From an optimization exercise on the open Yosys and OpenROAD flow, aimed at small area; shortcuts taken in it are not production practice.
Function was checked by simulation only, so behaviour that the tests miss may differ from the original.
No activity file was given, so power comes from the tool's default toggle rates.

==> flow/design.v (excerpt) <==
module fm_rx (
	input clk,
	input rst,
	input [9:0] adc_data,
	output [11:0] audio,
	output reg audio_valid
);
Size: about 2200 cells after synthesis, roughly 0.027 mm² of cells after synthesis.
==> flow/config.mk <==
export PLATFORM = sky130hd
export DESIGN_NAME = fm_rx
export DESIGN_NICKNAME = fm_rx
export VERILOG_FILES = /design/flow/design.v
export SDC_FILE = /design/flow/constraint.sdc
export NUM_CORES = 4
export LEC_CHECK = 0
export CAP_MARGIN = 20
export CORE_MARGIN = 2
export CORE_UTILIZATION = 40
export CTS_BUF_LIST = sky130_fd_sc_hd__clkbuf_16
export CTS_CLUSTER_DIAMETER = 130
export CTS_CLUSTER_SIZE = 28
export SLEW_MARGIN = 20
export SYNTH_MEMORY_MAX_BITS = 16384
==> flow/constraint.sdc <==
create_clock -name core_clock -period 7.0 [get_ports {clk}]
set_input_delay 1.4000 -clock core_clock [delete_from_list [all_inputs] [get_ports {clk}]]
set_output_delay 1.4000 -clock core_clock [all_outputs]
set_load 0.01 [all_outputs]
run.sh (not shown) runs the stock make flow with config.mk's settings and CLKGATE_MAP_FILE= SYNTH_SCRIPT=/design/flow/synth_recipe.tcl, a recipe that flattens the netlist after the stock synthesis.
==> next run, changes <==
--- a/flow/design.v
+++ b/flow/design.v
@@ -195,21 +195,27 @@
 		Ip <= {Ip[0], Ip[11:1]};
 		Qp <= {Qp[0], Qp[11:1]};
 	end else if (cnt == 7'd58) begin
 		Ip <= Id;
 		Qp <= Qd;
 	end
 end
-reg [71:0] FR;
+reg [11:0] F0, F1, F2, F3, F4, F5;
 wire [11:0] Xn = {R[9:0], e11, e10};
 wire fsh = (cnt >= 7'd98) || (cnt <= 7'd1) || first;
 wire [2:0] xd = first ? 3'd0 : (dsel == 2'd2) ? Xn[2:0] : (dsel == 2'd3) ? Xn[5:3] : (dsel == 2'd0) ? Xn[8:6] : Xn[11:9];
-always @(posedge clk)
-	FR <= {fsh ? xd : FR[2:0], FR[71:3]};
+always @(posedge clk) begin
+	F0 <= {fsh ? xd      : F0[2:0], F0[11:3]};
+	F1 <= {fsh ? F0[2:0] : F1[2:0], F1[11:3]};
+	F2 <= {fsh ? F1[2:0] : F2[2:0], F2[11:3]};
+	F3 <= {fsh ? F2[2:0] : F3[2:0], F3[11:3]};
+	F4 <= {fsh ? F3[2:0] : F4[2:0], F4[11:3]};
+	F5 <= {fsh ? F4[2:0] : F5[2:0], F5[11:3]};
+end
 always @(posedge clk) begin
 	if (rst)
 		audio_valid <= 1'b0;
 	else
 		audio_valid <= started && (cnt == 7'd1);
 end
-assign audio = FR[11:0];
-endmodule
+assign audio = F5;
+endmodule
Area after synthesis barely changes.
Non-clock buffer count stays the same.
Cell area is higher by 0.43%.
Final cell count is about the same.
Count of clock-buffer cells in the layout does not change.
Clock skew is lower by 0.013 ns.
Wire length is higher by 0.57%.
Synthesized cell count is lower by 0.55%.
Hold slack is better by 0.0037 ns.
Register-to-register slack is better by 0.32 ns.
Utilization is higher by 0.11 points.
Critical path depth is higher by 1.
Worst setup slack is better by 0.32 ns.
Global-route usage hardly moves.

--- another note on this design; it stands on its own ---

==> flow/design.v (excerpt) <==
module fm_rx (
	input clk,
	input rst,
	input [9:0] adc_data,
	output [11:0] audio,
	output reg audio_valid
);
make LEC_CHECK=0 CAP_MARGIN=20 CORE_MARGIN=2 CORE_UTILIZATION=40 CTS_BUF_LIST=sky130_fd_sc_hd__clkbuf_16 CTS_CLUSTER_DIAMETER=110 CTS_CLUSTER_SIZE=32 SLEW_MARGIN=20 SYNTH_MEMORY_MAX_BITS=16384 finish   # period 7.0 ns
run.sh (not shown) runs the stock make flow with config.mk's settings and CLKGATE_MAP_FILE= SYNTH_SCRIPT=/design/flow/synth_recipe.tcl, a recipe that flattens the netlist after the stock synthesis.
Rerun with:
--- a/flow/config.mk
+++ b/flow/config.mk
@@ -12,2 +12,2 @@
-export CTS_CLUSTER_DIAMETER = 110
-export CTS_CLUSTER_SIZE = 32
+export CTS_CLUSTER_DIAMETER = 200
+export CTS_CLUSTER_SIZE = 26
What happened:
- die area does not change
- core utilization came out higher by 0.16 points
- worst hold slack hardly moves
- cell area increases by 0.37%


Another version of the RTL of fm_rx (not shown whole).
Size in the first run: roughly 750 flip-flops, ~25 I/O pins, ~0.027 mm² of cells after synthesis.
Settings: LEC_CHECK=0, CAP_MARGIN=20, CORE_MARGIN=2, CORE_UTILIZATION=40, CTS_BUF_LIST=sky130_fd_sc_hd__clkbuf_16, CTS_CLUSTER_DIAMETER=130, CTS_CLUSTER_SIZE=30, SLEW_MARGIN=20, SYNTH_MEMORY_MAX_BITS=16384; clock period 7.0 ns.
The baseline finished clean.
Change:
Settings changed: CTS_CLUSTER_SIZE 30 to 28, GPL_TIMING_DRIVEN set to 0.
Effect: Final area climbs slightly. Worst setup slack is worse by 110 ps. Final cell count increases slightly. Total power is higher slightly. Clock power goes up by a few percent. Sequential power barely changes. Area after synthesis stays the same.

## separate check: timing with driven ports
The results above use ideal ports. As a check the final layouts listed here were re-extracted and re-timed, cells and wires unchanged.
Step 1, drivers: a clkbuf_16 drives clk and a buf_2 each remaining input, both assumed.
Step 2 adds t to the input delays and takes it off the output delays; t is the mean of the earliest and latest rising clock arrival at the registers after step 1. Input paths then give back, and output paths get back, about the clock's delay inside the block.
a / b / c = ideal ports / drivers / drivers and shift; a / b = the first two.
run	t (ns)	setup WS [ns]	worst setup path after step 2	worst register clock-pin slew, ns	cell pins on the clock port's net
the first run of note 1	0.669	0.403 / 0.403 / 0.403	register to register	0.12 / 0.12	1
the second run of note 1	0.679	0.722 / 0.722 / 0.722	register to register	0.12 / 0.12	1
the first run of note 2	0.676	0.450 / 0.450 / 0.442	input to register	0.12 / 0.12	1
the second run of note 2	0.629	0.463 / 0.463 / 0.431	input to register	0.11 / 0.11	1
the first run of note 3	0.670	0.371 / 0.371 / 0.371	register to register	0.12 / 0.12	1
the second run of note 3	0.681	0.260 / 0.260 / 0.260	register to register	0.11 / 0.11	1
After both steps setup and hold are still met in every run listed. The setup slack of the second run of note 2, which loses most, moves by 0.000 ns with the drivers and by -0.032 ns with both steps.
